Source: an optimization exercise on an open RTL-to-GDS flow (aim: small area and a short achievable clock period). Production flows keep margins and buffers that such runs may drop.
Where RTL was checked, it was by simulation tests only, not by an equivalence proof against the original.
The RTL of run 1 was laid out without a check of its function.
Power figures rest on the tool's default switching activity, not on a simulated workload.

==> flow/design.v, too long to show whole: its modules and the start of the top module <==
// module AdderPair: 28 lines
// module Comparator: 6 lines
// module PAdd: 30 lines
// module Counter: 16 lines
// module FA: 7 lines
// module Multiply16x16: 1363 lines
// module Multiply8x8: 369 lines
// module Tree8x8: 299 lines
// module MuxMod: 14 lines
// module PathSegment: 22 lines
// module ChipLevel: 23 lines
module ChipLevel (
   input  logic [15:0] data16_a, data16_b, data16_c, data16_d,
   input  logic [7:0] din_a, din_b,
   input  logic [1:0] sel,
   input  logic clk, cin, rst, start,
   input  logic s1, s2, op,
   output logic [15:0] mux_out, regout,
   output logic [31:0] m32_out,
   output logic cout1, cout2, comp_out1, comp_out2
);
  // ...
==> flow/flow/run.sh <==
#!/bin/bash
# Layout flow: the standard one, except that synthesis keeps the design's FA
# modules as the library's full-adder cell (flow/synth_fa.tcl) and leaves the
# remaining logic to ABC without re-extracting adders from it.  The
# registers must come out exactly as in the standard synthesis (same names
# and cell types); if they do not, the standard synthesis is used instead.
set -uo pipefail
R=orfs/results/$FLOW_PLATFORM/ChipLevel/base

bash standard.sh synth > std_synth.log 2>&1 || exit 1
cp $R/1_2_yosys.v std_1_2_yosys.v

# 2. the synthesis with full-adder cells, in a work folder of its own
MK=$(sed -n 's/^make -C \S* \(.*\) "\${@:-finish}"$/\1/p' standard.sh | sed 's|WORK_HOME=\S*||; s|SYNTH_SCRIPT=\S*||')
eval make -C "$FLOW_HOME" $MK WORK_HOME="$PWD/orfs_fa" SYNTH_SCRIPT="$PWD/flow/synth_fa.tcl" \
  "SYNTH_KEEP_MODULES=FA" "ADDER_MAP_FILE=" synth > fa_synth.log 2>&1
ok=$?
if [[ $ok -eq 0 ]] && python3 flow/same_regs.py std_1_2_yosys.v orfs_fa/results/$FLOW_PLATFORM/ChipLevel/base/1_2_yosys.v > regs_check.log 2>&1; then
  echo "using the full-adder synthesis" > synth_choice.log
  cp orfs_fa/results/$FLOW_PLATFORM/ChipLevel/base/1_2_yosys.v $R/1_2_yosys.v
  rm -f $R/1_synth.odb $R/1_synth.sdc
else
  echo "using the standard synthesis (fa synth exit $ok)" > synth_choice.log
fi

# 3. the rest of the standard flow
bash standard.sh finish > std_finish.log 2>&1
==> flow/flow/same_regs.py <==
"""Exit 0 if two netlists have the same flip-flops (instance names and cell types)."""
import re, sys

def regs(path):
    txt = open(path).read()
    return sorted(re.findall(r'(sky130_fd_sc_hd__(?:df|edf|sdf|dl)\w*)\s+(\S+)\s*\(', txt))

a, b = regs(sys.argv[1]), regs(sys.argv[2])
print(len(a), "registers in the standard synthesis,", len(b), "in the other")
if a != b or not a:
    print("differ:", sorted(set(a) ^ set(b))[:20])
    sys.exit(1)
print("same")
==> flow/flow/synth_fa.tcl <==
# synth_recipe.tcl with one change: the FA (and HA) modules, kept as hierarchy
# through SYNTH_KEEP_MODULES, become the library's full (and half) adder
# cells instead of being flattened and re-extracted.
proc synth {args} { yosys synth -nofsm -noshare {*}$args }
source $::env(SCRIPTS_DIR)/synth.tcl
foreach {m c} {FA sky130_fd_sc_hd__fa_1 HA sky130_fd_sc_hd__ha_1} {
  if {[lsearch -exact $::env(SYNTH_KEEP_MODULES) $m] >= 0} {
    chtype -set $c t:$m
    delete $m
  }
}
# left out here: clear keep_hierarchy, flatten, clean up, hide names made inside functions
tee -o $::env(REPORTS_DIR)/synth_stat_fa.txt stat {*}$lib_args
# left out here: write 1_2_yosys.v
==> flow/standard.sh <==
#!/bin/bash
# synth_recipe.tcl (not shown) runs the flow's synth.tcl, then flattens the netlist and writes it again
# the make line also repeats each setting of config.mk as NAME=value (left out here)
make -C /OpenROAD-flow-scripts/flow DESIGN_CONFIG=/design/flow/config.mk WORK_HOME=/design/flow/orfs CLKGATE_MAP_FILE= SYNTH_SCRIPT=/design/flow/synth_recipe.tcl "${@:-finish}"
==> flow/config.mk <==
export PLATFORM = sky130hd
export DESIGN_NAME = ChipLevel
export DESIGN_NICKNAME = ChipLevel
export VERILOG_FILES = /design/flow/design.v
export SDC_FILE = /design/flow/constraint.sdc
export NUM_CORES = 4
export LEC_CHECK = 0
export CAP_MARGIN = 20
export CORE_MARGIN = 2
export CORE_UTILIZATION = 60
export SETUP_SLACK_MARGIN = 4.0
export SLEW_MARGIN = 20
==> flow/constraint.sdc <==
create_clock -name core_clock -period 8.0 [get_ports {clk}]
set_input_delay 1.6000 -clock core_clock [delete_from_list [all_inputs] [get_ports {clk}]]
set_output_delay 1.6000 -clock core_clock [all_outputs]
set_load 0.01 [all_outputs]
==> reports/results.tsv, run 1 <==
stage	metric	value	unit
critical_path	CP max FO	4	
power	power density over the cells	299.9	nW/um2
global_routing	Total GRT Usage	0.3750	
timing	TNS Setup	0	ns
timing	crit path time final	5.327	ns
power	Flop pwr share	0.222	
outcome	outcome	complete, no violations	
floorplan	core area	26650	um2
synth	Yosys warning total	6	
place	IO Port Bufs	156	
power	comb pwr	4.42	mW
critical_path	worst path cell trace	xor2_1 > nand3_1 > nor2_2 > a31oi_4 > maj3_2 > a2bb2oi_2 > nor3_4 > a311oi_4 > maj3_2 > o21ai_2 > clkdlybuf4s15_1	
flow_run	max cap viols	0	
timing	skew final	0.008202	ns
synth	synthesized area per cell	10.09	um2
critical_path	Top Family by Delay on Critical Path	simple AND/OR/NAND/NOR gates	
critical_path	CP bufs+invs	1	
power	P_int	4.008	mW
layout	Leading cell kind	multi-input combinational cells	
global_routing	M2 GR Usage	0.6125	
power	Sw Ratio	0.4145	
floorplan	die width	168	um
critical_path	CP arrival	3.73	ns
power	Seq group	1.52	mW
cts	clk slew on worst S/H paths	0.09	ns
power	Top power group	combinational cells	
==> module AdderPair, before the edit <==
module AdderPair (
  input  logic        clk,
  input  logic [15:0] ain, bin,
  input  logic        cin,
  output logic [15:0] ad16,    
  output logic        cout1,
  output logic [15:0] s,       
  output logic        cout2,
  output logic        lt       
);
  logic [8:0] lo1, hi1;        
  logic       c1, c2;          
  logic [7:0] s_hi;
  logic [7:0] lo_s, hi_s;
  logic       lo_c, hi_c;
  PAdd #(.W(8)) u_lo (.a(ain[7:0]),  .b(bin[7:0]),  .ci(cin),  .s(lo_s), .co(lo_c));
  PAdd #(.W(8)) u_hi (.a(ain[15:8]), .b(bin[15:8]), .ci(1'b0), .s(hi_s), .co(hi_c));
  always_ff @(posedge clk) begin
    lo1 <= {lo_c, lo_s};
    hi1 <= {hi_c, hi_s};
    c1  <= lo1[8];
    c2  <= c1;
    {cout1, ad16} <= {hi1 + {8'd0, lo1[8]}, lo1[7:0]};
    {cout2, s_hi} <= hi1 + {8'd0, c2};
    lt <= (c2 & ~lo1[8] & ~&hi1[7:0]) | (lo1[8] & ~c2 & &hi1[7:0]);
  end
  assign s = {s_hi, ad16[7:0]};
endmodule
==> module Multiply16x16, before the edit <==
module Multiply16x16 (
  input  logic clk,
  input  logic [15:0] a,
  input  logic [15:0] b,
  output logic [31:0] p
);
logic pp0_0;
logic pp0_1;
logic pp0_2;
logic pp0_3;
logic pp0_4;
logic pp0_5;
logic pp0_6;
logic pp0_7;
logic pp0_8;
logic pp0_9;
logic pp0_10;
logic pp0_11;
logic pp0_12;
logic pp0_13;
logic pp0_14;
logic pp0_15;
logic pp1_0;
logic pp1_1;
logic pp1_2;
logic pp1_3;
logic pp1_4;
logic pp1_5;
logic pp1_6;
logic pp1_7;
logic pp1_8;
logic pp1_9;
logic pp1_10;
logic pp1_11;
logic pp1_12;
logic pp1_13;
logic pp1_14;
logic pp1_15;
logic pp2_0;
logic pp2_1;
logic pp2_2;
logic pp2_3;
logic pp2_4;
logic pp2_5;
logic pp2_6;
logic pp2_7;
logic pp2_8;
logic pp2_9;
logic pp2_10;
logic pp2_11;
logic pp2_12;
logic pp2_13;
logic pp2_14;
logic pp2_15;
logic pp3_0;
logic pp3_1;
logic pp3_2;
logic pp3_3;
logic pp3_4;
logic pp3_5;
logic pp3_6;
logic pp3_7;
logic pp3_8;
logic pp3_9;
logic pp3_10;
logic pp3_11;
logic pp3_12;
logic pp3_13;
logic pp3_14;
logic pp3_15;
logic pp4_0;
logic pp4_1;
logic pp4_2;
logic pp4_3;
logic pp4_4;
logic pp4_5;
logic pp4_6;
logic pp4_7;
logic pp4_8;
logic pp4_9;
logic pp4_10;
logic pp4_11;
logic pp4_12;
logic pp4_13;
logic pp4_14;
logic pp4_15;
logic pp5_0;
logic pp5_1;
logic pp5_2;
logic pp5_3;
logic pp5_4;
logic pp5_5;
logic pp5_6;
logic pp5_7;
logic pp5_8;
logic pp5_9;
logic pp5_10;
logic pp5_11;
logic pp5_12;
logic pp5_13;
logic pp5_14;
logic pp5_15;
logic pp6_0;
logic pp6_1;
logic pp6_2;
logic pp6_3;
logic pp6_4;
logic pp6_5;
logic pp6_6;
logic pp6_7;
logic pp6_8;
logic pp6_9;
logic pp6_10;
logic pp6_11;
logic pp6_12;
logic pp6_13;
logic pp6_14;
logic pp6_15;
logic pp7_0;
logic pp7_1;
logic pp7_2;
logic pp7_3;
logic pp7_4;
logic pp7_5;
logic pp7_6;
logic pp7_7;
logic pp7_8;
logic pp7_9;
logic pp7_10;
logic pp7_11;
logic pp7_12;
logic pp7_13;
logic pp7_14;
logic pp7_15;
logic pp8_0;
logic pp8_1;
logic pp8_2;
logic pp8_3;
logic pp8_4;
logic pp8_5;
logic pp8_6;
logic pp8_7;
logic pp8_8;
logic pp8_9;
logic pp8_10;
logic pp8_11;
logic pp8_12;
logic pp8_13;
logic pp8_14;
logic pp8_15;
logic pp9_0;
logic pp9_1;
logic pp9_2;
logic pp9_3;
logic pp9_4;
logic pp9_5;
logic pp9_6;
logic pp9_7;
logic pp9_8;
logic pp9_9;
logic pp9_10;
logic pp9_11;
logic pp9_12;
logic pp9_13;
logic pp9_14;
logic pp9_15;
logic pp10_0;
logic pp10_1;
logic pp10_2;
logic pp10_3;
logic pp10_4;
logic pp10_5;
logic pp10_6;
logic pp10_7;
logic pp10_8;
logic pp10_9;
logic pp10_10;
logic pp10_11;
logic pp10_12;
logic pp10_13;
logic pp10_14;
logic pp10_15;
logic pp11_0;
logic pp11_1;
logic pp11_2;
logic pp11_3;
logic pp11_4;
logic pp11_5;
logic pp11_6;
logic pp11_7;
logic pp11_8;
logic pp11_9;
logic pp11_10;
logic pp11_11;
logic pp11_12;
logic pp11_13;
logic pp11_14;
logic pp11_15;
logic pp12_0;
logic pp12_1;
logic pp12_2;
logic pp12_3;
logic pp12_4;
logic pp12_5;
logic pp12_6;
logic pp12_7;
logic pp12_8;
logic pp12_9;
logic pp12_10;
logic pp12_11;
logic pp12_12;
logic pp12_13;
logic pp12_14;
logic pp12_15;
logic pp13_0;
logic pp13_1;
logic pp13_2;
logic pp13_3;
logic pp13_4;
logic pp13_5;
logic pp13_6;
logic pp13_7;
logic pp13_8;
logic pp13_9;
logic pp13_10;
logic pp13_11;
logic pp13_12;
logic pp13_13;
logic pp13_14;
logic pp13_15;
logic pp14_0;
logic pp14_1;
logic pp14_2;
logic pp14_3;
logic pp14_4;
logic pp14_5;
logic pp14_6;
logic pp14_7;
logic pp14_8;
logic pp14_9;
logic pp14_10;
logic pp14_11;
logic pp14_12;
logic pp14_13;
logic pp14_14;
logic pp14_15;
logic pp15_0;
logic pp15_1;
logic pp15_2;
logic pp15_3;
logic pp15_4;
logic pp15_5;
logic pp15_6;
logic pp15_7;
logic pp15_8;
logic pp15_9;
logic pp15_10;
logic pp15_11;
logic pp15_12;
logic pp15_13;
logic pp15_14;
logic pp15_15;
logic t1;
logic t2;
logic t3;
logic t4;
logic t5;
logic t6;
logic t7;
logic t8;
logic t9;
logic t10;
logic t11;
logic t12;
logic t13;
logic t14;
logic t15;
logic t16;
logic t17;
logic t18;
logic t19;
logic t20;
logic t21;
logic t22;
logic t23;
logic t24;
logic t25;
logic t26;
logic t27;
logic t28;
logic t29;
logic t30;
logic t31;
logic t32;
logic t33;
logic t34;
logic t35;
logic t36;
logic t37;
logic t38;
logic t39;
logic t40;
logic t41;
logic t42;
logic t43;
logic t44;
logic t45;
logic t46;
logic t47;
logic t48;
logic t49;
logic t50;
logic t51;
logic t52;
logic t53;
logic t54;
logic t55;
logic t56;
logic t57;
logic t58;
logic t59;
logic t60;
logic t61;
logic t62;
logic t63;
logic t64;
logic t65;
logic t66;
logic t67;
logic t68;
logic t69;
logic t70;
logic t71;
logic t72;
logic t73;
logic t74;
logic t75;
logic t76;
logic t77;
logic t78;
logic t79;
logic t80;
logic t81;
logic t82;
logic t83;
logic t84;
logic t85;
logic t86;
logic t87;
logic t88;
logic t89;
logic t90;
logic t91;
logic t92;
logic t93;
logic t94;
logic t95;
logic t96;
logic t97;
logic t98;
logic t99;
logic t100;
logic t101;
logic t102;
logic t103;
logic t104;
logic t105;
logic t106;
logic t107;
logic t108;
logic t109;
logic t110;
logic t111;
logic t112;
logic t113;
logic t114;
logic t115;
logic t116;
logic t117;
logic t118;
logic t119;
logic t120;
logic t121;
logic t122;
logic t123;
logic t124;
logic t125;
logic t126;
logic t127;
logic t128;
logic t129;
logic t130;
logic t131;
logic t132;
logic t133;
logic t134;
logic t135;
logic t136;
logic t137;
logic t138;
logic t139;
logic t140;
logic t141;
logic t142;
logic t143;
logic t144;
logic t145;
logic t146;
logic t147;
logic t148;
logic t149;
logic t150;
logic t151;
logic t152;
logic t153;
logic t154;
logic t155;
logic t156;
logic t157;
logic t158;
logic t159;
logic t160;
logic t161;
logic t162;
logic t163;
logic t164;
logic t165;
logic t166;
logic t167;
logic t168;
logic t169;
logic t170;
logic t171;
logic t172;
logic t173;
logic t174;
logic t175;
logic t176;
logic t177;
logic t178;
logic t179;
logic t180;
logic t181;
logic t182;
logic t183;
logic t184;
logic t185;
logic t186;
logic t187;
logic t188;
logic t189;
logic t190;
logic t191;
logic t192;
logic t193;
logic t194;
logic t195;
logic t196;
logic t197;
logic t198;
logic t199;
logic t200;
logic t201;
logic t202;
logic t203;
logic t204;
logic t205;
logic t206;
logic t207;
logic t208;
logic t209;
logic t210;
logic t211;
logic t212;
logic t213;
logic t214;
logic t215;
logic t216;
logic t217;
logic t218;
logic t219;
logic t220;
logic t221;
logic t222;
logic t223;
logic t224;
logic t225;
logic t226;
logic t227;
logic t228;
logic t229;
logic t230;
logic t231;
logic t232;
logic t233;
logic t234;
logic t235;
logic t236;
logic t237;
logic t238;
logic t239;
logic t240;
logic t241;
logic t242;
logic t243;
logic t244;
logic t245;
logic t246;
logic t247;
logic t248;
logic t249;
logic t250;
logic t251;
logic t252;
logic t253;
logic t254;
logic t255;
logic t256;
logic t257;
logic t258;
logic t259;
logic t260;
logic t261;
logic t262;
logic t263;
logic t264;
logic t265;
logic t266;
logic t267;
logic t268;
logic t269;
logic t270;
logic t271;
logic t272;
logic t273;
logic t274;
logic t275;
logic t276;
logic t277;
logic t278;
logic t279;
logic t280;
logic t281;
logic t282;
logic t283;
logic t284;
logic t285;
logic t286;
logic t287;
logic t288;
logic t289;
logic t290;
logic t291;
logic t292;
logic t293;
logic t294;
logic t295;
logic t296;
logic t297;
logic t298;
logic t299;
logic t300;
logic t301;
logic t302;
logic t303;
logic t304;
logic t305;
logic t306;
logic t307;
logic t308;
logic t309;
logic t310;
logic t311;
logic t312;
logic t313;
logic t314;
logic t315;
logic t316;
logic t317;
logic t318;
logic t319;
logic t320;
logic t321;
logic t322;
logic t323;
logic t324;
logic t325;
logic t326;
logic t327;
logic t328;
logic t329;
logic t330;
logic t331;
logic t332;
logic t333;
logic t334;
logic t335;
logic t336;
logic t337;
logic t338;
logic t339;
logic t340;
logic t341;
logic t342;
logic t343;
logic t344;
logic t345;
logic t346;
logic t347;
logic t348;
logic t349;
logic t350;
logic t351;
logic t352;
logic t353;
logic t354;
logic t355;
logic t356;
logic t357;
logic t358;
logic t359;
logic t360;
logic t361;
logic t362;
logic t363;
logic t364;
logic t365;
logic t366;
logic t367;
logic t368;
logic t369;
logic t370;
logic t371;
logic t372;
logic t373;
logic t374;
logic t375;
logic t376;
logic t377;
logic t378;
logic t379;
logic t380;
logic t381;
logic t382;
logic t383;
logic t384;
logic t385;
logic t386;
logic t387;
logic t388;
logic t389;
logic t390;
logic t391;
logic t392;
logic t393;
logic t394;
logic t395;
logic t396;
logic t397;
logic t398;
logic t399;
logic t400;
logic t401;
logic t402;
logic t403;
logic t404;
logic t405;
logic t406;
logic t407;
logic t408;
logic t409;
logic t410;
logic t411;
logic t412;
logic t413;
logic t414;
logic t415;
logic t416;
logic t417;
logic t418;
logic t419;
logic t420;
logic t421;
logic t422;
logic t423;
logic t424;
logic t425;
logic t426;
logic t427;
logic t428;
logic t429;
logic t430;
logic t431;
logic t432;
logic t433;
logic t434;
assign pp0_0 = ~(a[0] & b[0]);
assign pp0_1 = ~(a[0] & b[1]);
assign pp0_2 = ~(a[0] & b[2]);
assign pp0_3 = ~(a[0] & b[3]);
assign pp0_4 = ~(a[0] & b[4]);
assign pp0_5 = ~(a[0] & b[5]);
assign pp0_6 = ~(a[0] & b[6]);
assign pp0_7 = ~(a[0] & b[7]);
assign pp0_8 = ~(a[0] & b[8]);
assign pp0_9 = ~(a[0] & b[9]);
assign pp0_10 = ~(a[0] & b[10]);
assign pp0_11 = ~(a[0] & b[11]);
assign pp0_12 = ~(a[0] & b[12]);
assign pp0_13 = ~(a[0] & b[13]);
assign pp0_14 = ~(a[0] & b[14]);
assign pp0_15 = ~(a[0] & b[15]);
assign pp1_0 = ~(a[1] & b[0]);
assign pp1_1 = ~(a[1] & b[1]);
assign pp1_2 = ~(a[1] & b[2]);
assign pp1_3 = ~(a[1] & b[3]);
assign pp1_4 = ~(a[1] & b[4]);
assign pp1_5 = ~(a[1] & b[5]);
assign pp1_6 = ~(a[1] & b[6]);
assign pp1_7 = ~(a[1] & b[7]);
assign pp1_8 = ~(a[1] & b[8]);
assign pp1_9 = ~(a[1] & b[9]);
assign pp1_10 = ~(a[1] & b[10]);
assign pp1_11 = ~(a[1] & b[11]);
assign pp1_12 = ~(a[1] & b[12]);
assign pp1_13 = ~(a[1] & b[13]);
assign pp1_14 = ~(a[1] & b[14]);
assign pp1_15 = ~(a[1] & b[15]);
assign pp2_0 = ~(a[2] & b[0]);
assign pp2_1 = ~(a[2] & b[1]);
assign pp2_2 = ~(a[2] & b[2]);
assign pp2_3 = ~(a[2] & b[3]);
assign pp2_4 = ~(a[2] & b[4]);
assign pp2_5 = ~(a[2] & b[5]);
assign pp2_6 = ~(a[2] & b[6]);
assign pp2_7 = ~(a[2] & b[7]);
assign pp2_8 = ~(a[2] & b[8]);
assign pp2_9 = ~(a[2] & b[9]);
assign pp2_10 = ~(a[2] & b[10]);
assign pp2_11 = ~(a[2] & b[11]);
assign pp2_12 = ~(a[2] & b[12]);
assign pp2_13 = ~(a[2] & b[13]);
assign pp2_14 = ~(a[2] & b[14]);
assign pp2_15 = ~(a[2] & b[15]);
assign pp3_0 = ~(a[3] & b[0]);
assign pp3_1 = ~(a[3] & b[1]);
assign pp3_2 = ~(a[3] & b[2]);
assign pp3_3 = ~(a[3] & b[3]);
assign pp3_4 = ~(a[3] & b[4]);
assign pp3_5 = ~(a[3] & b[5]);
assign pp3_6 = ~(a[3] & b[6]);
assign pp3_7 = ~(a[3] & b[7]);
assign pp3_8 = ~(a[3] & b[8]);
assign pp3_9 = ~(a[3] & b[9]);
assign pp3_10 = ~(a[3] & b[10]);
assign pp3_11 = ~(a[3] & b[11]);
assign pp3_12 = ~(a[3] & b[12]);
assign pp3_13 = ~(a[3] & b[13]);
assign pp3_14 = ~(a[3] & b[14]);
assign pp3_15 = ~(a[3] & b[15]);
assign pp4_0 = ~(a[4] & b[0]);
assign pp4_1 = ~(a[4] & b[1]);
assign pp4_2 = ~(a[4] & b[2]);
assign pp4_3 = ~(a[4] & b[3]);
assign pp4_4 = ~(a[4] & b[4]);
assign pp4_5 = ~(a[4] & b[5]);
assign pp4_6 = ~(a[4] & b[6]);
assign pp4_7 = ~(a[4] & b[7]);
assign pp4_8 = ~(a[4] & b[8]);
assign pp4_9 = ~(a[4] & b[9]);
assign pp4_10 = ~(a[4] & b[10]);
assign pp4_11 = ~(a[4] & b[11]);
assign pp4_12 = ~(a[4] & b[12]);
assign pp4_13 = ~(a[4] & b[13]);
assign pp4_14 = ~(a[4] & b[14]);
assign pp4_15 = ~(a[4] & b[15]);
assign pp5_0 = ~(a[5] & b[0]);
assign pp5_1 = ~(a[5] & b[1]);
assign pp5_2 = ~(a[5] & b[2]);
assign pp5_3 = ~(a[5] & b[3]);
assign pp5_4 = ~(a[5] & b[4]);
assign pp5_5 = ~(a[5] & b[5]);
assign pp5_6 = ~(a[5] & b[6]);
assign pp5_7 = ~(a[5] & b[7]);
assign pp5_8 = ~(a[5] & b[8]);
assign pp5_9 = ~(a[5] & b[9]);
assign pp5_10 = ~(a[5] & b[10]);
assign pp5_11 = ~(a[5] & b[11]);
assign pp5_12 = ~(a[5] & b[12]);
assign pp5_13 = ~(a[5] & b[13]);
assign pp5_14 = ~(a[5] & b[14]);
assign pp5_15 = ~(a[5] & b[15]);
assign pp6_0 = ~(a[6] & b[0]);
assign pp6_1 = ~(a[6] & b[1]);
assign pp6_2 = ~(a[6] & b[2]);
assign pp6_3 = ~(a[6] & b[3]);
assign pp6_4 = ~(a[6] & b[4]);
assign pp6_5 = ~(a[6] & b[5]);
assign pp6_6 = ~(a[6] & b[6]);
assign pp6_7 = ~(a[6] & b[7]);
assign pp6_8 = ~(a[6] & b[8]);
assign pp6_9 = ~(a[6] & b[9]);
assign pp6_10 = ~(a[6] & b[10]);
assign pp6_11 = ~(a[6] & b[11]);
assign pp6_12 = ~(a[6] & b[12]);
assign pp6_13 = ~(a[6] & b[13]);
assign pp6_14 = ~(a[6] & b[14]);
assign pp6_15 = ~(a[6] & b[15]);
assign pp7_0 = ~(a[7] & b[0]);
assign pp7_1 = ~(a[7] & b[1]);
assign pp7_2 = ~(a[7] & b[2]);
assign pp7_3 = ~(a[7] & b[3]);
assign pp7_4 = ~(a[7] & b[4]);
assign pp7_5 = ~(a[7] & b[5]);
assign pp7_6 = ~(a[7] & b[6]);
assign pp7_7 = ~(a[7] & b[7]);
assign pp7_8 = ~(a[7] & b[8]);
assign pp7_9 = ~(a[7] & b[9]);
assign pp7_10 = ~(a[7] & b[10]);
assign pp7_11 = ~(a[7] & b[11]);
assign pp7_12 = ~(a[7] & b[12]);
assign pp7_13 = ~(a[7] & b[13]);
assign pp7_14 = ~(a[7] & b[14]);
assign pp7_15 = ~(a[7] & b[15]);
assign pp8_0 = ~(a[8] & b[0]);
assign pp8_1 = ~(a[8] & b[1]);
assign pp8_2 = ~(a[8] & b[2]);
assign pp8_3 = ~(a[8] & b[3]);
assign pp8_4 = ~(a[8] & b[4]);
assign pp8_5 = ~(a[8] & b[5]);
assign pp8_6 = ~(a[8] & b[6]);
assign pp8_7 = ~(a[8] & b[7]);
assign pp8_8 = ~(a[8] & b[8]);
assign pp8_9 = ~(a[8] & b[9]);
assign pp8_10 = ~(a[8] & b[10]);
assign pp8_11 = ~(a[8] & b[11]);
assign pp8_12 = ~(a[8] & b[12]);
assign pp8_13 = ~(a[8] & b[13]);
assign pp8_14 = ~(a[8] & b[14]);
assign pp8_15 = ~(a[8] & b[15]);
assign pp9_0 = ~(a[9] & b[0]);
assign pp9_1 = ~(a[9] & b[1]);
assign pp9_2 = ~(a[9] & b[2]);
assign pp9_3 = ~(a[9] & b[3]);
assign pp9_4 = ~(a[9] & b[4]);
assign pp9_5 = ~(a[9] & b[5]);
assign pp9_6 = ~(a[9] & b[6]);
assign pp9_7 = ~(a[9] & b[7]);
assign pp9_8 = ~(a[9] & b[8]);
assign pp9_9 = ~(a[9] & b[9]);
assign pp9_10 = ~(a[9] & b[10]);
assign pp9_11 = ~(a[9] & b[11]);
assign pp9_12 = ~(a[9] & b[12]);
assign pp9_13 = ~(a[9] & b[13]);
assign pp9_14 = ~(a[9] & b[14]);
assign pp9_15 = ~(a[9] & b[15]);
assign pp10_0 = ~(a[10] & b[0]);
assign pp10_1 = ~(a[10] & b[1]);
assign pp10_2 = ~(a[10] & b[2]);
assign pp10_3 = ~(a[10] & b[3]);
assign pp10_4 = ~(a[10] & b[4]);
assign pp10_5 = ~(a[10] & b[5]);
assign pp10_6 = ~(a[10] & b[6]);
assign pp10_7 = ~(a[10] & b[7]);
assign pp10_8 = ~(a[10] & b[8]);
assign pp10_9 = ~(a[10] & b[9]);
assign pp10_10 = ~(a[10] & b[10]);
assign pp10_11 = ~(a[10] & b[11]);
assign pp10_12 = ~(a[10] & b[12]);
assign pp10_13 = ~(a[10] & b[13]);
assign pp10_14 = ~(a[10] & b[14]);
assign pp10_15 = ~(a[10] & b[15]);
assign pp11_0 = ~(a[11] & b[0]);
assign pp11_1 = ~(a[11] & b[1]);
assign pp11_2 = ~(a[11] & b[2]);
assign pp11_3 = ~(a[11] & b[3]);
assign pp11_4 = ~(a[11] & b[4]);
assign pp11_5 = ~(a[11] & b[5]);
assign pp11_6 = ~(a[11] & b[6]);
assign pp11_7 = ~(a[11] & b[7]);
assign pp11_8 = ~(a[11] & b[8]);
assign pp11_9 = ~(a[11] & b[9]);
assign pp11_10 = ~(a[11] & b[10]);
assign pp11_11 = ~(a[11] & b[11]);
assign pp11_12 = ~(a[11] & b[12]);
assign pp11_13 = ~(a[11] & b[13]);
assign pp11_14 = ~(a[11] & b[14]);
assign pp11_15 = ~(a[11] & b[15]);
assign pp12_0 = ~(a[12] & b[0]);
assign pp12_1 = ~(a[12] & b[1]);
assign pp12_2 = ~(a[12] & b[2]);
assign pp12_3 = ~(a[12] & b[3]);
assign pp12_4 = ~(a[12] & b[4]);
assign pp12_5 = ~(a[12] & b[5]);
assign pp12_6 = ~(a[12] & b[6]);
assign pp12_7 = ~(a[12] & b[7]);
assign pp12_8 = ~(a[12] & b[8]);
assign pp12_9 = ~(a[12] & b[9]);
assign pp12_10 = ~(a[12] & b[10]);
assign pp12_11 = ~(a[12] & b[11]);
assign pp12_12 = ~(a[12] & b[12]);
assign pp12_13 = ~(a[12] & b[13]);
assign pp12_14 = ~(a[12] & b[14]);
assign pp12_15 = ~(a[12] & b[15]);
assign pp13_0 = ~(a[13] & b[0]);
assign pp13_1 = ~(a[13] & b[1]);
assign pp13_2 = ~(a[13] & b[2]);
assign pp13_3 = ~(a[13] & b[3]);
assign pp13_4 = ~(a[13] & b[4]);
assign pp13_5 = ~(a[13] & b[5]);
assign pp13_6 = ~(a[13] & b[6]);
assign pp13_7 = ~(a[13] & b[7]);
assign pp13_8 = ~(a[13] & b[8]);
assign pp13_9 = ~(a[13] & b[9]);
assign pp13_10 = ~(a[13] & b[10]);
assign pp13_11 = ~(a[13] & b[11]);
assign pp13_12 = ~(a[13] & b[12]);
assign pp13_13 = ~(a[13] & b[13]);
assign pp13_14 = ~(a[13] & b[14]);
assign pp13_15 = ~(a[13] & b[15]);
assign pp14_0 = ~(a[14] & b[0]);
assign pp14_1 = ~(a[14] & b[1]);
assign pp14_2 = ~(a[14] & b[2]);
assign pp14_3 = ~(a[14] & b[3]);
assign pp14_4 = ~(a[14] & b[4]);
assign pp14_5 = ~(a[14] & b[5]);
assign pp14_6 = ~(a[14] & b[6]);
assign pp14_7 = ~(a[14] & b[7]);
assign pp14_8 = ~(a[14] & b[8]);
assign pp14_9 = ~(a[14] & b[9]);
assign pp14_10 = ~(a[14] & b[10]);
assign pp14_11 = ~(a[14] & b[11]);
assign pp14_12 = ~(a[14] & b[12]);
assign pp14_13 = ~(a[14] & b[13]);
assign pp14_14 = ~(a[14] & b[14]);
assign pp14_15 = ~(a[14] & b[15]);
assign pp15_0 = ~(a[15] & b[0]);
assign pp15_1 = ~(a[15] & b[1]);
assign pp15_2 = ~(a[15] & b[2]);
assign pp15_3 = ~(a[15] & b[3]);
assign pp15_4 = ~(a[15] & b[4]);
assign pp15_5 = ~(a[15] & b[5]);
assign pp15_6 = ~(a[15] & b[6]);
assign pp15_7 = ~(a[15] & b[7]);
assign pp15_8 = ~(a[15] & b[8]);
assign pp15_9 = ~(a[15] & b[9]);
assign pp15_10 = ~(a[15] & b[10]);
assign pp15_11 = ~(a[15] & b[11]);
assign pp15_12 = ~(a[15] & b[12]);
assign pp15_13 = ~(a[15] & b[13]);
assign pp15_14 = ~(a[15] & b[14]);
assign pp15_15 = ~(a[15] & b[15]);
assign t1 = ~(pp0_1 ^ pp1_0);
assign t2 = pp0_1 | pp1_0;
FA fa1 (.A(pp0_2), .B(pp1_1), .CIN(pp2_0), .COUT(t4), .SUM(t3));
assign t5 = ~(t2 ^ t3);
assign t6 = t2 | t3;
FA fa2 (.A(pp0_3), .B(pp1_2), .CIN(pp2_1), .COUT(t8), .SUM(t7));
FA fa3 (.A(pp3_0), .B(t4), .CIN(t7), .COUT(t10), .SUM(t9));
assign t11 = ~(t6 ^ t9);
assign t12 = t6 | t9;
FA fa4 (.A(pp0_4), .B(pp1_3), .CIN(pp2_2), .COUT(t14), .SUM(t13));
FA fa5 (.A(pp3_1), .B(pp4_0), .CIN(t8), .COUT(t16), .SUM(t15));
FA fa6 (.A(t13), .B(t15), .CIN(t10), .COUT(t18), .SUM(t17));
assign t19 = ~(t12 ^ t17);
assign t20 = t12 | t17;
FA fa7 (.A(pp0_5), .B(pp1_4), .CIN(pp2_3), .COUT(t22), .SUM(t21));
FA fa8 (.A(pp3_2), .B(pp4_1), .CIN(pp5_0), .COUT(t24), .SUM(t23));
FA fa9 (.A(t14), .B(t21), .CIN(t23), .COUT(t26), .SUM(t25));
FA fa10 (.A(t16), .B(t25), .CIN(t18), .COUT(t28), .SUM(t27));
assign t29 = ~(t20 ^ t27);
assign t30 = t20 | t27;
FA fa11 (.A(pp0_6), .B(pp1_5), .CIN(pp2_4), .COUT(t32), .SUM(t31));
FA fa12 (.A(pp3_3), .B(pp4_2), .CIN(pp5_1), .COUT(t34), .SUM(t33));
FA fa13 (.A(pp6_0), .B(t22), .CIN(t24), .COUT(t36), .SUM(t35));
FA fa14 (.A(t31), .B(t33), .CIN(t35), .COUT(t38), .SUM(t37));
FA fa15 (.A(t26), .B(t37), .CIN(t28), .COUT(t40), .SUM(t39));
assign t41 = ~(t30 ^ t39);
assign t42 = t30 | t39;
FA fa16 (.A(pp0_7), .B(pp1_6), .CIN(pp2_5), .COUT(t44), .SUM(t43));
FA fa17 (.A(pp3_4), .B(pp4_3), .CIN(pp5_2), .COUT(t46), .SUM(t45));
FA fa18 (.A(pp6_1), .B(pp7_0), .CIN(t32), .COUT(t48), .SUM(t47));
FA fa19 (.A(t34), .B(t43), .CIN(t45), .COUT(t50), .SUM(t49));
FA fa20 (.A(t36), .B(t47), .CIN(t49), .COUT(t52), .SUM(t51));
FA fa21 (.A(t38), .B(t51), .CIN(t40), .COUT(t54), .SUM(t53));
assign t55 = ~(t42 ^ t53);
assign t56 = t42 | t53;
FA fa22 (.A(pp0_8), .B(pp1_7), .CIN(pp2_6), .COUT(t58), .SUM(t57));
FA fa23 (.A(pp3_5), .B(pp4_4), .CIN(pp5_3), .COUT(t60), .SUM(t59));
FA fa24 (.A(pp6_2), .B(pp7_1), .CIN(pp8_0), .COUT(t62), .SUM(t61));
FA fa25 (.A(t44), .B(t46), .CIN(t57), .COUT(t64), .SUM(t63));
FA fa26 (.A(t59), .B(t61), .CIN(t48), .COUT(t66), .SUM(t65));
FA fa27 (.A(t50), .B(t63), .CIN(t65), .COUT(t68), .SUM(t67));
FA fa28 (.A(t52), .B(t67), .CIN(t54), .COUT(t70), .SUM(t69));
FA fa29 (.A(pp0_9), .B(pp1_8), .CIN(pp2_7), .COUT(t72), .SUM(t71));
FA fa30 (.A(pp3_6), .B(pp4_5), .CIN(pp5_4), .COUT(t74), .SUM(t73));
FA fa31 (.A(pp6_3), .B(pp7_2), .CIN(pp8_1), .COUT(t76), .SUM(t75));
FA fa32 (.A(pp9_0), .B(t58), .CIN(t60), .COUT(t78), .SUM(t77));
FA fa33 (.A(t62), .B(t71), .CIN(t73), .COUT(t80), .SUM(t79));
FA fa34 (.A(t75), .B(t77), .CIN(t64), .COUT(t82), .SUM(t81));
FA fa35 (.A(t79), .B(t66), .CIN(t81), .COUT(t84), .SUM(t83));
assign t85 = ~(t68 ^ t83);
assign t86 = t68 | t83;
FA fa36 (.A(pp0_10), .B(pp10_0), .CIN(pp1_9), .COUT(t88), .SUM(t87));
FA fa37 (.A(pp2_8), .B(pp3_7), .CIN(pp4_6), .COUT(t90), .SUM(t89));
FA fa38 (.A(pp5_5), .B(pp6_4), .CIN(pp7_3), .COUT(t92), .SUM(t91));
FA fa39 (.A(pp8_2), .B(pp9_1), .CIN(t72), .COUT(t94), .SUM(t93));
FA fa40 (.A(t74), .B(t76), .CIN(t87), .COUT(t96), .SUM(t95));
FA fa41 (.A(t89), .B(t91), .CIN(t78), .COUT(t98), .SUM(t97));
FA fa42 (.A(t93), .B(t80), .CIN(t95), .COUT(t100), .SUM(t99));
FA fa43 (.A(t82), .B(t97), .CIN(t99), .COUT(t102), .SUM(t101));
assign t103 = ~(t84 ^ t101);
assign t104 = t84 | t101;
FA fa44 (.A(pp0_11), .B(pp10_1), .CIN(pp11_0), .COUT(t106), .SUM(t105));
FA fa45 (.A(pp1_10), .B(pp2_9), .CIN(pp3_8), .COUT(t108), .SUM(t107));
FA fa46 (.A(pp4_7), .B(pp5_6), .CIN(pp6_5), .COUT(t110), .SUM(t109));
FA fa47 (.A(pp7_4), .B(pp8_3), .CIN(pp9_2), .COUT(t112), .SUM(t111));
FA fa48 (.A(t88), .B(t90), .CIN(t92), .COUT(t114), .SUM(t113));
FA fa49 (.A(t105), .B(t107), .CIN(t109), .COUT(t116), .SUM(t115));
FA fa50 (.A(t111), .B(t94), .CIN(t113), .COUT(t118), .SUM(t117));
FA fa51 (.A(t96), .B(t115), .CIN(t98), .COUT(t120), .SUM(t119));
FA fa52 (.A(t117), .B(t100), .CIN(t119), .COUT(t122), .SUM(t121));
assign t123 = ~(t102 ^ t121);
assign t124 = t102 | t121;
FA fa53 (.A(pp0_12), .B(pp10_2), .CIN(pp11_1), .COUT(t126), .SUM(t125));
FA fa54 (.A(pp12_0), .B(pp1_11), .CIN(pp2_10), .COUT(t128), .SUM(t127));
FA fa55 (.A(pp3_9), .B(pp4_8), .CIN(pp5_7), .COUT(t130), .SUM(t129));
FA fa56 (.A(pp6_6), .B(pp7_5), .CIN(pp8_4), .COUT(t132), .SUM(t131));
FA fa57 (.A(pp9_3), .B(t106), .CIN(t108), .COUT(t134), .SUM(t133));
FA fa58 (.A(t110), .B(t112), .CIN(t125), .COUT(t136), .SUM(t135));
FA fa59 (.A(t127), .B(t129), .CIN(t131), .COUT(t138), .SUM(t137));
FA fa60 (.A(t114), .B(t133), .CIN(t116), .COUT(t140), .SUM(t139));
FA fa61 (.A(t135), .B(t137), .CIN(t118), .COUT(t142), .SUM(t141));
FA fa62 (.A(t139), .B(t120), .CIN(t141), .COUT(t144), .SUM(t143));
assign t145 = ~(t122 ^ t143);
assign t146 = t122 | t143;
FA fa63 (.A(pp0_13), .B(pp10_3), .CIN(pp11_2), .COUT(t148), .SUM(t147));
FA fa64 (.A(pp12_1), .B(pp13_0), .CIN(pp1_12), .COUT(t150), .SUM(t149));
FA fa65 (.A(pp2_11), .B(pp3_10), .CIN(pp4_9), .COUT(t152), .SUM(t151));
FA fa66 (.A(pp5_8), .B(pp6_7), .CIN(pp7_6), .COUT(t154), .SUM(t153));
FA fa67 (.A(pp8_5), .B(pp9_4), .CIN(t126), .COUT(t156), .SUM(t155));
FA fa68 (.A(t128), .B(t130), .CIN(t132), .COUT(t158), .SUM(t157));
FA fa69 (.A(t147), .B(t149), .CIN(t151), .COUT(t160), .SUM(t159));
FA fa70 (.A(t153), .B(t134), .CIN(t155), .COUT(t162), .SUM(t161));
FA fa71 (.A(t157), .B(t136), .CIN(t138), .COUT(t164), .SUM(t163));
FA fa72 (.A(t159), .B(t140), .CIN(t161), .COUT(t166), .SUM(t165));
FA fa73 (.A(t163), .B(t142), .CIN(t165), .COUT(t168), .SUM(t167));
assign t169 = ~(t144 ^ t167);
assign t170 = t144 | t167;
FA fa74 (.A(pp0_14), .B(pp10_4), .CIN(pp11_3), .COUT(t172), .SUM(t171));
FA fa75 (.A(pp12_2), .B(pp13_1), .CIN(pp14_0), .COUT(t174), .SUM(t173));
FA fa76 (.A(pp1_13), .B(pp2_12), .CIN(pp3_11), .COUT(t176), .SUM(t175));
FA fa77 (.A(pp4_10), .B(pp5_9), .CIN(pp6_8), .COUT(t178), .SUM(t177));
FA fa78 (.A(pp7_7), .B(pp8_6), .CIN(pp9_5), .COUT(t180), .SUM(t179));
FA fa79 (.A(t148), .B(t150), .CIN(t152), .COUT(t182), .SUM(t181));
FA fa80 (.A(t154), .B(t171), .CIN(t173), .COUT(t184), .SUM(t183));
FA fa81 (.A(t175), .B(t177), .CIN(t179), .COUT(t186), .SUM(t185));
FA fa82 (.A(t156), .B(t158), .CIN(t181), .COUT(t188), .SUM(t187));
FA fa83 (.A(t160), .B(t183), .CIN(t185), .COUT(t190), .SUM(t189));
FA fa84 (.A(t162), .B(t164), .CIN(t187), .COUT(t192), .SUM(t191));
FA fa85 (.A(t189), .B(t166), .CIN(t191), .COUT(t194), .SUM(t193));
assign t195 = ~(t168 ^ t193);
assign t196 = t168 | t193;
FA fa86 (.A(pp0_15), .B(pp10_5), .CIN(pp11_4), .COUT(t198), .SUM(t197));
FA fa87 (.A(pp12_3), .B(pp13_2), .CIN(pp14_1), .COUT(t200), .SUM(t199));
FA fa88 (.A(pp15_0), .B(pp1_14), .CIN(pp2_13), .COUT(t202), .SUM(t201));
FA fa89 (.A(pp3_12), .B(pp4_11), .CIN(pp5_10), .COUT(t204), .SUM(t203));
FA fa90 (.A(pp6_9), .B(pp7_8), .CIN(pp8_7), .COUT(t206), .SUM(t205));
FA fa91 (.A(pp9_6), .B(t172), .CIN(t174), .COUT(t208), .SUM(t207));
FA fa92 (.A(t176), .B(t178), .CIN(t180), .COUT(t210), .SUM(t209));
FA fa93 (.A(t197), .B(t199), .CIN(t201), .COUT(t212), .SUM(t211));
FA fa94 (.A(t203), .B(t205), .CIN(t182), .COUT(t214), .SUM(t213));
FA fa95 (.A(t207), .B(t209), .CIN(t184), .COUT(t216), .SUM(t215));
FA fa96 (.A(t186), .B(t211), .CIN(t188), .COUT(t218), .SUM(t217));
FA fa97 (.A(t213), .B(t190), .CIN(t215), .COUT(t220), .SUM(t219));
FA fa98 (.A(t192), .B(t217), .CIN(t219), .COUT(t222), .SUM(t221));
assign t223 = ~(t194 ^ t221);
assign t224 = t194 | t221;
FA fa99 (.A(pp10_6), .B(pp11_5), .CIN(pp12_4), .COUT(t226), .SUM(t225));
FA fa100 (.A(pp13_3), .B(pp14_2), .CIN(pp15_1), .COUT(t228), .SUM(t227));
FA fa101 (.A(pp1_15), .B(pp2_14), .CIN(pp3_13), .COUT(t230), .SUM(t229));
FA fa102 (.A(pp4_12), .B(pp5_11), .CIN(pp6_10), .COUT(t232), .SUM(t231));
FA fa103 (.A(pp7_9), .B(pp8_8), .CIN(pp9_7), .COUT(t234), .SUM(t233));
FA fa104 (.A(t198), .B(t200), .CIN(t202), .COUT(t236), .SUM(t235));
FA fa105 (.A(t204), .B(t206), .CIN(t225), .COUT(t238), .SUM(t237));
FA fa106 (.A(t227), .B(t229), .CIN(t231), .COUT(t240), .SUM(t239));
FA fa107 (.A(t233), .B(t208), .CIN(t210), .COUT(t242), .SUM(t241));
FA fa108 (.A(t235), .B(t212), .CIN(t237), .COUT(t244), .SUM(t243));
FA fa109 (.A(t239), .B(t214), .CIN(t216), .COUT(t246), .SUM(t245));
FA fa110 (.A(t241), .B(t243), .CIN(t218), .COUT(t248), .SUM(t247));
FA fa111 (.A(t220), .B(t245), .CIN(t247), .COUT(t250), .SUM(t249));
assign t251 = ~(t222 ^ t224);
assign t252 = t222 | t224;
FA fa112 (.A(pp10_7), .B(pp11_6), .CIN(pp12_5), .COUT(t254), .SUM(t253));
FA fa113 (.A(pp13_4), .B(pp14_3), .CIN(pp15_2), .COUT(t256), .SUM(t255));
FA fa114 (.A(pp2_15), .B(pp3_14), .CIN(pp4_13), .COUT(t258), .SUM(t257));
FA fa115 (.A(pp5_12), .B(pp6_11), .CIN(pp7_10), .COUT(t260), .SUM(t259));
FA fa116 (.A(pp8_9), .B(pp9_8), .CIN(t226), .COUT(t262), .SUM(t261));
FA fa117 (.A(t228), .B(t230), .CIN(t232), .COUT(t264), .SUM(t263));
FA fa118 (.A(t234), .B(t253), .CIN(t255), .COUT(t266), .SUM(t265));
FA fa119 (.A(t257), .B(t259), .CIN(t236), .COUT(t268), .SUM(t267));
FA fa120 (.A(t261), .B(t263), .CIN(t238), .COUT(t270), .SUM(t269));
FA fa121 (.A(t240), .B(t265), .CIN(t242), .COUT(t272), .SUM(t271));
FA fa122 (.A(t267), .B(t244), .CIN(t269), .COUT(t274), .SUM(t273));
FA fa123 (.A(t246), .B(t271), .CIN(t273), .COUT(t276), .SUM(t275));
FA fa124 (.A(t248), .B(t275), .CIN(t250), .COUT(t278), .SUM(t277));
FA fa125 (.A(pp10_8), .B(pp11_7), .CIN(pp12_6), .COUT(t280), .SUM(t279));
FA fa126 (.A(pp13_5), .B(pp14_4), .CIN(pp15_3), .COUT(t282), .SUM(t281));
FA fa127 (.A(pp3_15), .B(pp4_14), .CIN(pp5_13), .COUT(t284), .SUM(t283));
FA fa128 (.A(pp6_12), .B(pp7_11), .CIN(pp8_10), .COUT(t286), .SUM(t285));
FA fa129 (.A(pp9_9), .B(t254), .CIN(t256), .COUT(t288), .SUM(t287));
FA fa130 (.A(t258), .B(t260), .CIN(t279), .COUT(t290), .SUM(t289));
FA fa131 (.A(t281), .B(t283), .CIN(t285), .COUT(t292), .SUM(t291));
FA fa132 (.A(t262), .B(t264), .CIN(t287), .COUT(t294), .SUM(t293));
FA fa133 (.A(t266), .B(t289), .CIN(t291), .COUT(t296), .SUM(t295));
FA fa134 (.A(t268), .B(t270), .CIN(t293), .COUT(t298), .SUM(t297));
FA fa135 (.A(t295), .B(t272), .CIN(t274), .COUT(t300), .SUM(t299));
FA fa136 (.A(t297), .B(t276), .CIN(t299), .COUT(t302), .SUM(t301));
FA fa137 (.A(pp10_9), .B(pp11_8), .CIN(pp12_7), .COUT(t304), .SUM(t303));
FA fa138 (.A(pp13_6), .B(pp14_5), .CIN(pp15_4), .COUT(t306), .SUM(t305));
FA fa139 (.A(pp4_15), .B(pp5_14), .CIN(pp6_13), .COUT(t308), .SUM(t307));
FA fa140 (.A(pp7_12), .B(pp8_11), .CIN(pp9_10), .COUT(t310), .SUM(t309));
FA fa141 (.A(t280), .B(t282), .CIN(t284), .COUT(t312), .SUM(t311));
FA fa142 (.A(t286), .B(t303), .CIN(t305), .COUT(t314), .SUM(t313));
FA fa143 (.A(t307), .B(t309), .CIN(t288), .COUT(t316), .SUM(t315));
FA fa144 (.A(t311), .B(t290), .CIN(t292), .COUT(t318), .SUM(t317));
FA fa145 (.A(t313), .B(t294), .CIN(t315), .COUT(t320), .SUM(t319));
FA fa146 (.A(t296), .B(t317), .CIN(t298), .COUT(t322), .SUM(t321));
FA fa147 (.A(t319), .B(t300), .CIN(t321), .COUT(t324), .SUM(t323));
FA fa148 (.A(pp10_10), .B(pp11_9), .CIN(pp12_8), .COUT(t326), .SUM(t325));
FA fa149 (.A(pp13_7), .B(pp14_6), .CIN(pp15_5), .COUT(t328), .SUM(t327));
FA fa150 (.A(pp5_15), .B(pp6_14), .CIN(pp7_13), .COUT(t330), .SUM(t329));
FA fa151 (.A(pp8_12), .B(pp9_11), .CIN(t304), .COUT(t332), .SUM(t331));
FA fa152 (.A(t306), .B(t308), .CIN(t310), .COUT(t334), .SUM(t333));
FA fa153 (.A(t325), .B(t327), .CIN(t329), .COUT(t336), .SUM(t335));
FA fa154 (.A(t312), .B(t331), .CIN(t333), .COUT(t338), .SUM(t337));
FA fa155 (.A(t314), .B(t335), .CIN(t316), .COUT(t340), .SUM(t339));
FA fa156 (.A(t318), .B(t337), .CIN(t320), .COUT(t342), .SUM(t341));
FA fa157 (.A(t339), .B(t322), .CIN(t341), .COUT(t344), .SUM(t343));
FA fa158 (.A(pp10_11), .B(pp11_10), .CIN(pp12_9), .COUT(t346), .SUM(t345));
FA fa159 (.A(pp13_8), .B(pp14_7), .CIN(pp15_6), .COUT(t348), .SUM(t347));
FA fa160 (.A(pp6_15), .B(pp7_14), .CIN(pp8_13), .COUT(t350), .SUM(t349));
FA fa161 (.A(pp9_12), .B(t326), .CIN(t328), .COUT(t352), .SUM(t351));
FA fa162 (.A(t330), .B(t345), .CIN(t347), .COUT(t354), .SUM(t353));
FA fa163 (.A(t349), .B(t332), .CIN(t334), .COUT(t356), .SUM(t355));
FA fa164 (.A(t351), .B(t336), .CIN(t353), .COUT(t358), .SUM(t357));
FA fa165 (.A(t338), .B(t355), .CIN(t357), .COUT(t360), .SUM(t359));
FA fa166 (.A(t340), .B(t359), .CIN(t342), .COUT(t362), .SUM(t361));
FA fa167 (.A(pp10_12), .B(pp11_11), .CIN(pp12_10), .COUT(t364), .SUM(t363));
FA fa168 (.A(pp13_9), .B(pp14_8), .CIN(pp15_7), .COUT(t366), .SUM(t365));
FA fa169 (.A(pp7_15), .B(pp8_14), .CIN(pp9_13), .COUT(t368), .SUM(t367));
FA fa170 (.A(t346), .B(t348), .CIN(t350), .COUT(t370), .SUM(t369));
FA fa171 (.A(t363), .B(t365), .CIN(t367), .COUT(t372), .SUM(t371));
FA fa172 (.A(t352), .B(t369), .CIN(t354), .COUT(t374), .SUM(t373));
FA fa173 (.A(t371), .B(t356), .CIN(t358), .COUT(t376), .SUM(t375));
FA fa174 (.A(t373), .B(t360), .CIN(t375), .COUT(t378), .SUM(t377));
FA fa175 (.A(pp10_13), .B(pp11_12), .CIN(pp12_11), .COUT(t380), .SUM(t379));
FA fa176 (.A(pp13_10), .B(pp14_9), .CIN(pp15_8), .COUT(t382), .SUM(t381));
FA fa177 (.A(pp8_15), .B(pp9_14), .CIN(t364), .COUT(t384), .SUM(t383));
FA fa178 (.A(t366), .B(t368), .CIN(t379), .COUT(t386), .SUM(t385));
FA fa179 (.A(t381), .B(t370), .CIN(t383), .COUT(t388), .SUM(t387));
FA fa180 (.A(t372), .B(t385), .CIN(t374), .COUT(t390), .SUM(t389));
FA fa181 (.A(t387), .B(t376), .CIN(t389), .COUT(t392), .SUM(t391));
FA fa182 (.A(pp10_14), .B(pp11_13), .CIN(pp12_12), .COUT(t394), .SUM(t393));
FA fa183 (.A(pp13_11), .B(pp14_10), .CIN(pp15_9), .COUT(t396), .SUM(t395));
FA fa184 (.A(pp9_15), .B(t380), .CIN(t382), .COUT(t398), .SUM(t397));
FA fa185 (.A(t393), .B(t395), .CIN(t384), .COUT(t400), .SUM(t399));
FA fa186 (.A(t397), .B(t386), .CIN(t388), .COUT(t402), .SUM(t401));
FA fa187 (.A(t399), .B(t390), .CIN(t401), .COUT(t404), .SUM(t403));
FA fa188 (.A(pp10_15), .B(pp11_14), .CIN(pp12_13), .COUT(t406), .SUM(t405));
FA fa189 (.A(pp13_12), .B(pp14_11), .CIN(pp15_10), .COUT(t408), .SUM(t407));
FA fa190 (.A(t394), .B(t396), .CIN(t405), .COUT(t410), .SUM(t409));
FA fa191 (.A(t407), .B(t398), .CIN(t409), .COUT(t412), .SUM(t411));
FA fa192 (.A(t400), .B(t411), .CIN(t402), .COUT(t414), .SUM(t413));
FA fa193 (.A(pp11_15), .B(pp12_14), .CIN(pp13_13), .COUT(t416), .SUM(t415));
FA fa194 (.A(pp14_12), .B(pp15_11), .CIN(t406), .COUT(t418), .SUM(t417));
FA fa195 (.A(t408), .B(t415), .CIN(t417), .COUT(t420), .SUM(t419));
FA fa196 (.A(t410), .B(t419), .CIN(t412), .COUT(t422), .SUM(t421));
FA fa197 (.A(pp12_15), .B(pp13_14), .CIN(pp14_13), .COUT(t424), .SUM(t423));
FA fa198 (.A(pp15_12), .B(t416), .CIN(t423), .COUT(t426), .SUM(t425));
FA fa199 (.A(t418), .B(t425), .CIN(t420), .COUT(t428), .SUM(t427));
FA fa200 (.A(pp13_15), .B(pp14_14), .CIN(pp15_13), .COUT(t430), .SUM(t429));
FA fa201 (.A(t424), .B(t429), .CIN(t426), .COUT(t432), .SUM(t431));
FA fa202 (.A(pp14_15), .B(pp15_14), .CIN(t430), .COUT(t434), .SUM(t433));
logic q0_0;
logic q0_1;
logic q0_2;
logic q0_3;
logic q0_4;
logic q0_5;
logic q0_6;
logic q0_7;
logic q0_8;
logic q0_9;
logic q0_10;
logic q0_11;
logic q0_12;
logic q0_13;
logic q0_14;
logic q0_15;
logic q0_16;
logic q0_17;
logic q0_18;
logic q0_19;
logic q0_20;
logic q0_21;
logic q0_22;
logic q0_23;
logic q0_24;
logic q0_25;
logic q0_26;
logic q0_27;
logic q0_28;
logic q0_29;
logic q0_30;
logic q1_8;
logic q1_9;
logic q1_10;
logic q1_11;
logic q1_12;
logic q1_13;
logic q1_14;
logic q1_15;
logic q1_16;
logic q1_17;
logic q1_18;
logic q1_19;
logic q1_20;
logic q1_21;
logic q1_22;
logic q1_23;
logic q1_24;
logic q1_25;
logic q1_26;
logic q1_27;
logic q1_28;
logic q1_29;
logic q1_30;
always_ff @(posedge clk) begin
  q0_0 <= pp0_0;
  q0_1 <= t1;
  q0_2 <= t5;
  q0_3 <= t11;
  q0_4 <= t19;
  q0_5 <= t29;
  q0_6 <= t41;
  q0_7 <= t55;
  q0_8 <= t56;
  q1_8 <= t69;
  q0_9 <= t70;
  q1_9 <= t85;
  q0_10 <= t86;
  q1_10 <= t103;
  q0_11 <= t104;
  q1_11 <= t123;
  q0_12 <= t124;
  q1_12 <= t145;
  q0_13 <= t146;
  q1_13 <= t169;
  q0_14 <= t170;
  q1_14 <= t195;
  q0_15 <= t196;
  q1_15 <= t223;
  q0_16 <= t249;
  q1_16 <= t251;
  q0_17 <= t252;
  q1_17 <= t277;
  q0_18 <= t278;
  q1_18 <= t301;
  q0_19 <= t302;
  q1_19 <= t323;
  q0_20 <= t324;
  q1_20 <= t343;
  q0_21 <= t344;
  q1_21 <= t361;
  q0_22 <= t362;
  q1_22 <= t377;
  q0_23 <= t378;
  q1_23 <= t391;
  q0_24 <= t392;
  q1_24 <= t403;
  q0_25 <= t404;
  q1_25 <= t413;
  q0_26 <= t414;
  q1_26 <= t421;
  q0_27 <= t422;
  q1_27 <= t427;
  q0_28 <= t428;
  q1_28 <= t431;
  q0_29 <= t432;
  q1_29 <= t433;
  q0_30 <= pp15_15;
  q1_30 <= t434;
end
logic [31:0] x, y;
assign x[0] = ~q0_0;
assign y[0] = 1'b0;
assign x[1] = ~q0_1;
assign y[1] = 1'b0;
assign x[2] = ~q0_2;
assign y[2] = 1'b0;
assign x[3] = ~q0_3;
assign y[3] = 1'b0;
assign x[4] = ~q0_4;
assign y[4] = 1'b0;
assign x[5] = ~q0_5;
assign y[5] = 1'b0;
assign x[6] = ~q0_6;
assign y[6] = 1'b0;
assign x[7] = ~q0_7;
assign y[7] = 1'b0;
assign x[8] = ~q0_8;
assign y[8] = ~q1_8;
assign x[9] = ~q0_9;
assign y[9] = ~q1_9;
assign x[10] = ~q0_10;
assign y[10] = ~q1_10;
assign x[11] = ~q0_11;
assign y[11] = ~q1_11;
assign x[12] = ~q0_12;
assign y[12] = ~q1_12;
assign x[13] = ~q0_13;
assign y[13] = ~q1_13;
assign x[14] = ~q0_14;
assign y[14] = ~q1_14;
assign x[15] = ~q0_15;
assign y[15] = ~q1_15;
assign x[16] = ~q0_16;
assign y[16] = ~q1_16;
assign x[17] = ~q0_17;
assign y[17] = ~q1_17;
assign x[18] = ~q0_18;
assign y[18] = ~q1_18;
assign x[19] = ~q0_19;
assign y[19] = ~q1_19;
assign x[20] = ~q0_20;
assign y[20] = ~q1_20;
assign x[21] = ~q0_21;
assign y[21] = ~q1_21;
assign x[22] = ~q0_22;
assign y[22] = ~q1_22;
assign x[23] = ~q0_23;
assign y[23] = ~q1_23;
assign x[24] = ~q0_24;
assign y[24] = ~q1_24;
assign x[25] = ~q0_25;
assign y[25] = ~q1_25;
assign x[26] = ~q0_26;
assign y[26] = ~q1_26;
assign x[27] = ~q0_27;
assign y[27] = ~q1_27;
assign x[28] = ~q0_28;
assign y[28] = ~q1_28;
assign x[29] = ~q0_29;
assign y[29] = ~q1_29;
assign x[30] = ~q0_30;
assign y[30] = ~q1_30;
assign x[31] = 1'b0;
assign y[31] = 1'b0;
logic [31:0] sum;
PAdd #(.W(32)) u_add (.a(x), .b(y), .ci(1'b0), .s(sum), .co());
assign p = sum[31:0];
endmodule
==> module PathSegment, before the edit <==
module PathSegment (
  input  logic [15:0] R1, R2, R3, R4,
  input  logic S2, S1, clk,
  input  logic OP,
  output logic [15:0] REGOUT
);
logic [15:0] ADATA, BDATA;
logic [15:0] px, py, sa, sb, sum;
always_ff @(posedge clk) begin
  if (!S2)      ADATA <= R3;
  else if (!S1) ADATA <= R1;
  if (S2)       BDATA <= R4;
  else if (S1)  BDATA <= R2;
end
Tree8x8 u_tree (.a(ADATA[7:0]), .b(BDATA[7:0]), .x(px), .y(py));
assign sa = OP ? px : ADATA;
assign sb = OP ? py : BDATA;
PAdd #(.W(16)) u_add (.a(sa), .b(sb), .ci(1'b0), .s(sum), .co());
always_ff @(posedge clk) begin
  REGOUT <= sum;
end
endmodule
==> run 2: changes to the inputs <==
--- a/flow/design.v
+++ b/flow/design.v
@@ -13,9 +13,5 @@
   logic [7:0] s_hi;
-  logic [7:0] lo_s, hi_s;
-  logic       lo_c, hi_c;
-  PAdd #(.W(8)) u_lo (.a(ain[7:0]),  .b(bin[7:0]),  .ci(cin),  .s(lo_s), .co(lo_c));
-  PAdd #(.W(8)) u_hi (.a(ain[15:8]), .b(bin[15:8]), .ci(1'b0), .s(hi_s), .co(hi_c));
   always_ff @(posedge clk) begin
-    lo1 <= {lo_c, lo_s};
-    hi1 <= {hi_c, hi_s};
+    lo1 <= {1'b0, ain[7:0]}  + {1'b0, bin[7:0]} + {8'd0, cin};
+    hi1 <= {1'b0, ain[15:8]} + {1'b0, bin[15:8]};
     c1  <= lo1[8];
@@ -34,32 +30,2 @@
 endmodule
-module PAdd #(
-  parameter int W = 16
-  ) (
-  input  logic [W-1:0] a, b,
-  input  logic         ci,
-  output logic [W-1:0] s,
-  output logic         co
-  );
-  localparam int N = W + 1;           
-  localparam int L = $clog2(N);
-  logic [N*(L+1)-1:0] g, p;
-  assign g[N-1:0] = {a & b, ci};
-  assign p[N-1:0] = {a ^ b, 1'b0};
-  for (genvar l = 0; l < L; l++) begin : lvl
-    for (genvar i = 0; i < N; i++) begin : bit_
-      if ((i >> l) & 1) begin : merge
-        localparam int J = ((i >> l) << l) - 1;
-        assign g[(l+1)*N+i] = g[l*N+i] | (p[l*N+i] & g[l*N+J]);
-        assign p[(l+1)*N+i] = p[l*N+i] & p[l*N+J];
-      end else begin : pass
-        assign g[(l+1)*N+i] = g[l*N+i];
-        assign p[(l+1)*N+i] = p[l*N+i];
-      end
-    end
-  end
-  for (genvar i = 1; i < N; i++) begin : sum
-    assign s[i-1] = p[i] ^ g[L*N+i-1];
-  end
-  assign co = g[L*N+N-1];
-endmodule
 module Counter (
@@ -1447,3 +1413,3 @@
 logic [31:0] sum;
-PAdd #(.W(32)) u_add (.a(x), .b(y), .ci(1'b0), .s(sum), .co());
+assign sum = x + y;
 assign p = sum[31:0];
@@ -1816,3 +1782,3 @@
 logic [15:0] sum;
-PAdd #(.W(16)) u_add (.a(x), .b(y), .ci(1'b0), .s(sum), .co());
+assign sum = x + y;
 assign p = sum[15:0];
@@ -2139,3 +2105,3 @@
 logic [15:0] ADATA, BDATA;
-logic [15:0] px, py, sa, sb, sum;
+logic [15:0] px, py;
 always_ff @(posedge clk) begin
@@ -2147,7 +2113,5 @@
 Tree8x8 u_tree (.a(ADATA[7:0]), .b(BDATA[7:0]), .x(px), .y(py));
-assign sa = OP ? px : ADATA;
-assign sb = OP ? py : BDATA;
-PAdd #(.W(16)) u_add (.a(sa), .b(sb), .ci(1'b0), .s(sum), .co());
 always_ff @(posedge clk) begin
-  REGOUT <= sum;
+  if (OP) REGOUT <= px + py;
+  else    REGOUT <= ADATA + BDATA;
 end
==> flow/run.sh (new file) <==
#!/bin/bash
# synth_recipe.tcl (not shown) runs the flow's synth.tcl, then flattens the netlist and writes it again
# the make line also repeats each setting of config.mk as NAME=value (left out here)
make -C /OpenROAD-flow-scripts/flow DESIGN_CONFIG=/design/flow/config.mk WORK_HOME=/design/flow/orfs CLKGATE_MAP_FILE= SYNTH_SCRIPT=/design/flow/synth_recipe.tcl finish
removed: flow/flow/run.sh
removed: flow/flow/same_regs.py
removed: flow/flow/synth_fa.tcl
removed: flow/standard.sh
==> run 2 against run 1 <==
Largest power group unchanged; global-route usage is 6.5 points lower; maximum frequency is 15% higher; clock-buffer cell count stayed put; worst hold slack hardly changed; non-clock buffer count is 154 lower; die area is 15% higher; combinational power is 6.8% higher; largest cell class unchanged; utilization is 8.4 points lower; synthesized cell count is 18% higher.
==> reports/results.tsv, run 2 <==
stage	metric	value	unit	change
synth	Yosys warning total	6		unchanged
floorplan	die area	32380	um2	
layout	share of cells above drive strength 1	0.2873		
place	Final HPWL DP	34.95	mm	
power	Switch Pwr	3.034	mW	
floorplan	Initial Utilization	0.6089		
worst_hold_path	Hold Path Class	reg -> reg		
layout	leading cell types in the layout, fill and taps excluded	inv_1 (260), and2_1 (238), fa_1 (182), dfxtp_1 (141), nand2_1 (122)		
outcome	outcome	complete, no violations		
synth	synthesized cell area	18580	um2	
floorplan	Die H	180.0	um	
synth	Netlist cell types	64		
power	power density over the cells	297.9	nW/um2	-0.69%
place	IO Port Bufs	156		unchanged
cts	CTS tree	yes		
critical_path	startpoint types	input pin		
global_routing	met3 GRT Util	0.05470		
critical_path	CP max FO	6		+2
drt	final antenna-violating net count	0		
timing	TNS Setup	0	ns	unchanged
drt	via count	14010		
cts	Worst-Skew Late Latency	0.45	ns	
layout	fillcell total	2077		
cts	clock tree root driver cell	clkbuf_16		
drt	number of remaining DRC errors	0		
layout	area grow syn2layout	26.79	%	
synth	Area contributors post-synth	fa_1 (30%), dfxtp_1 (17%), and2_1 (9.5%)		
global_routing	global-route wire length before repair	78.48	mm	
synth	top-count cell post-synth	inv_1		
global_routing	layer with the highest usage	met2		
power	P_int	3.982	mW	-0.66%
global_routing	M2 GR Usage	0.5255		-0.08695
cts	clk slew on worst S/H paths	0.09	ns	about the same
place	global placement routability congestion	0.8875		
synth	register area share after synthesis	0.2209		
synth	#FFs+latches synth	189		
power	clock share of power	0.130		
flow_run	max cap viols	0		unchanged
synth	synthesized area per cell	9.860	um2	-2.2%
timing	slew margin rel.	0.5230		
global_routing	vias in the first global route	15170		
timing	fin crit share	0.5779		
drt	WL/cell	19.11	um	
cts	H-tree levels	4		
timing	RSZ-0062 raised after global routing	true		
timing	worst slew pin tran	0.7137	ns	
timing	skew final	0.007651	ns	-0.0005511 ns
global_routing	Total GRT Usage	0.3099		-0.06503
layout	register area	4126	um2	
critical_path	CP arrival	4.98	ns	+1.25 ns
power	Sw Ratio	0.4325		+0.01794
layout	Nets	2638		
timing	crit path time final	4.624	ns	-0.7037 ns
timing	fmax	216.3	MHz	
floorplan	die width	180.0	um	+7.1%
drt	first-iteration detailed-routing DRC count	918		
global_routing	met1 capacity usage during global routing	0.3926		
timing	max-slew violations	0		
synth	Post-synth ARST share	0		
layout	commonest non-fill, non-tap cell in the layout	inv_1		
synth	synth cell count leaders	inv_1 (322), fa_1 (283), and2_1 (281)		
synth	cell count after synthesis	1884		
synth	Syn Nets	2384		
cts	cts bufs inserted	17		
synth	predominant post-synthesis flop cell	dfxtp_1		
power	Flop pwr share	0.197		-0.025
floorplan	core area	30510	um2	+14%
power	Logic pwr share	0.673		
drt	drt first pass iters	6		
timing	final-report setup violation count	0		
critical_path	Setup crit end kind	flip-flop		
run 2: cell count changes in the layout (fill, tap and decap cells not counted), sizes merged, moves of 67 or more:
cell,before,now
nand2,447,139
ha,0,128
and2,6,281
buf,345,187
xnor2,125,58
inv,35,333
run 2: final cells by class:
type	instances	area share
Multi-Input combinational cell	1320	0.6038
Sequential cell	189	0.1752
Timing Repair Buffer	287	0.1208
Inverter	323	0.05158
Tap cell	396	0.02104
Clock buffer	17	0.01806
Clock inverter	15	0.008977
Antenna cell	5	0.0005312
run 2: critical path, cell delays in order:
cell    delay, ns
buf_12       0.11
and2_4       0.15
fa_2         0.39
fa_1         0.51
inv_2        0.04
fa_1         0.52
inv_2        0.04
fa_1         0.48
inv_1        0.05
fa_1         0.48
inv_1        0.05
fa_2         0.52
inv_2        0.03
run 2: kinds of logic (layout without fill, tap and decap cells):
| kind of cell | Yosys count | in the layout | synth area share |
|---|---|---|---|
| and+or+nand+nor | 568 | 568 | 0.1659 |
| buffers and inverters | 375 | 642 | 0.07591 |
| AOI/OAI and AO/OA | 202 | 202 | 0.06938 |
| xor gates and xnor gates | 84 | 84 | 0.03960 |
| adders and majority gates | 411 | 411 | 0.3912 |
| DFF | 189 | 189 | 0.2209 |
| muxes | 55 | 55 | 0.03711 |
| other | 0 | 5 | 0 |
run 2: power groups by stage:
stage	Sequential, mW	Clock (mW)	Combinational [mW]
5_1_grt	1.40	0.961	5.28
6_report	1.38	0.911	4.72
3_3_place_gp	1.39	0	3.86
2_1_floorplan	1.37	0	2.66
4_1_cts	1.38	0.925	4.39
3_5_place_dp	1.40	0	3.94
run 2: routing by layer:
layer | vias up | wire length, um
met1 | 7008 | 19790
met5 | - | 13
met4 | 2 | 1707
met3 | 106 | 2771
li1 | 6445 | -
met2 | 444 | 24490
run 2: final timing paths:
kind                            slack, ns  depth (start not counted)            end          from
worst max-delay path                 3.38                         13       u5.q1_17  data16_a[10]
worst min-delay path                 0.32                          0     u1.ad16[7]     u1.lo1[7]
worst max register to register       3.82                         13  u7.REGOUT[13]   u7.ADATA[4]
worst min register to register       0.32                          0     u1.ad16[7]     u1.lo1[7]
run 2: metrics by stage:
step	instance area (um2)	power (mW)	std cells	setup WS, ns	utilization
after global routing	23550	7.647	2552	3.305	0.7720
after detailed placement	20750	5.336	2390	1.847	0.6802
after global placement	20750	5.254	2390	1.951	0.6802
after floorplan	19110	4.029	1884	3.068	-
after CTS	22760	6.696	2503	3.362	0.7459
final	23550	7.016	2552	3.376	0.7720
run 2: what timing repair did:
action                     in CTS  in global routing
pin swaps                     129                104
gates resized for setup       570                175
cloned                          2                  1
hold endpoints to repair        0                  0
setup buffers                  79                 43
setup endpoints to repair      95                 74

## static timing again, ports no longer ideal
In the flow no input, the clock included, has a driving cell. The finished layouts below were timed again as built, in two steps. Step 1, drivers: a clkbuf_16 drives clk and a buf_2 each remaining input, both assumed. Step 2 also shifts input and output timing later by t, the mid clock arrival at the registers, as if the neighbouring blocks saw the same clock. Slacks: no drivers / after step 1 / after step 2; pairs: no drivers / after step 1.
run	shift t [ns]	setup slack, ns
run 1	0.489	2.673 / 2.625 / 2.803
run 2	0.510	3.376 / 3.346 / 2.836
After both steps every run listed still meets setup and hold.
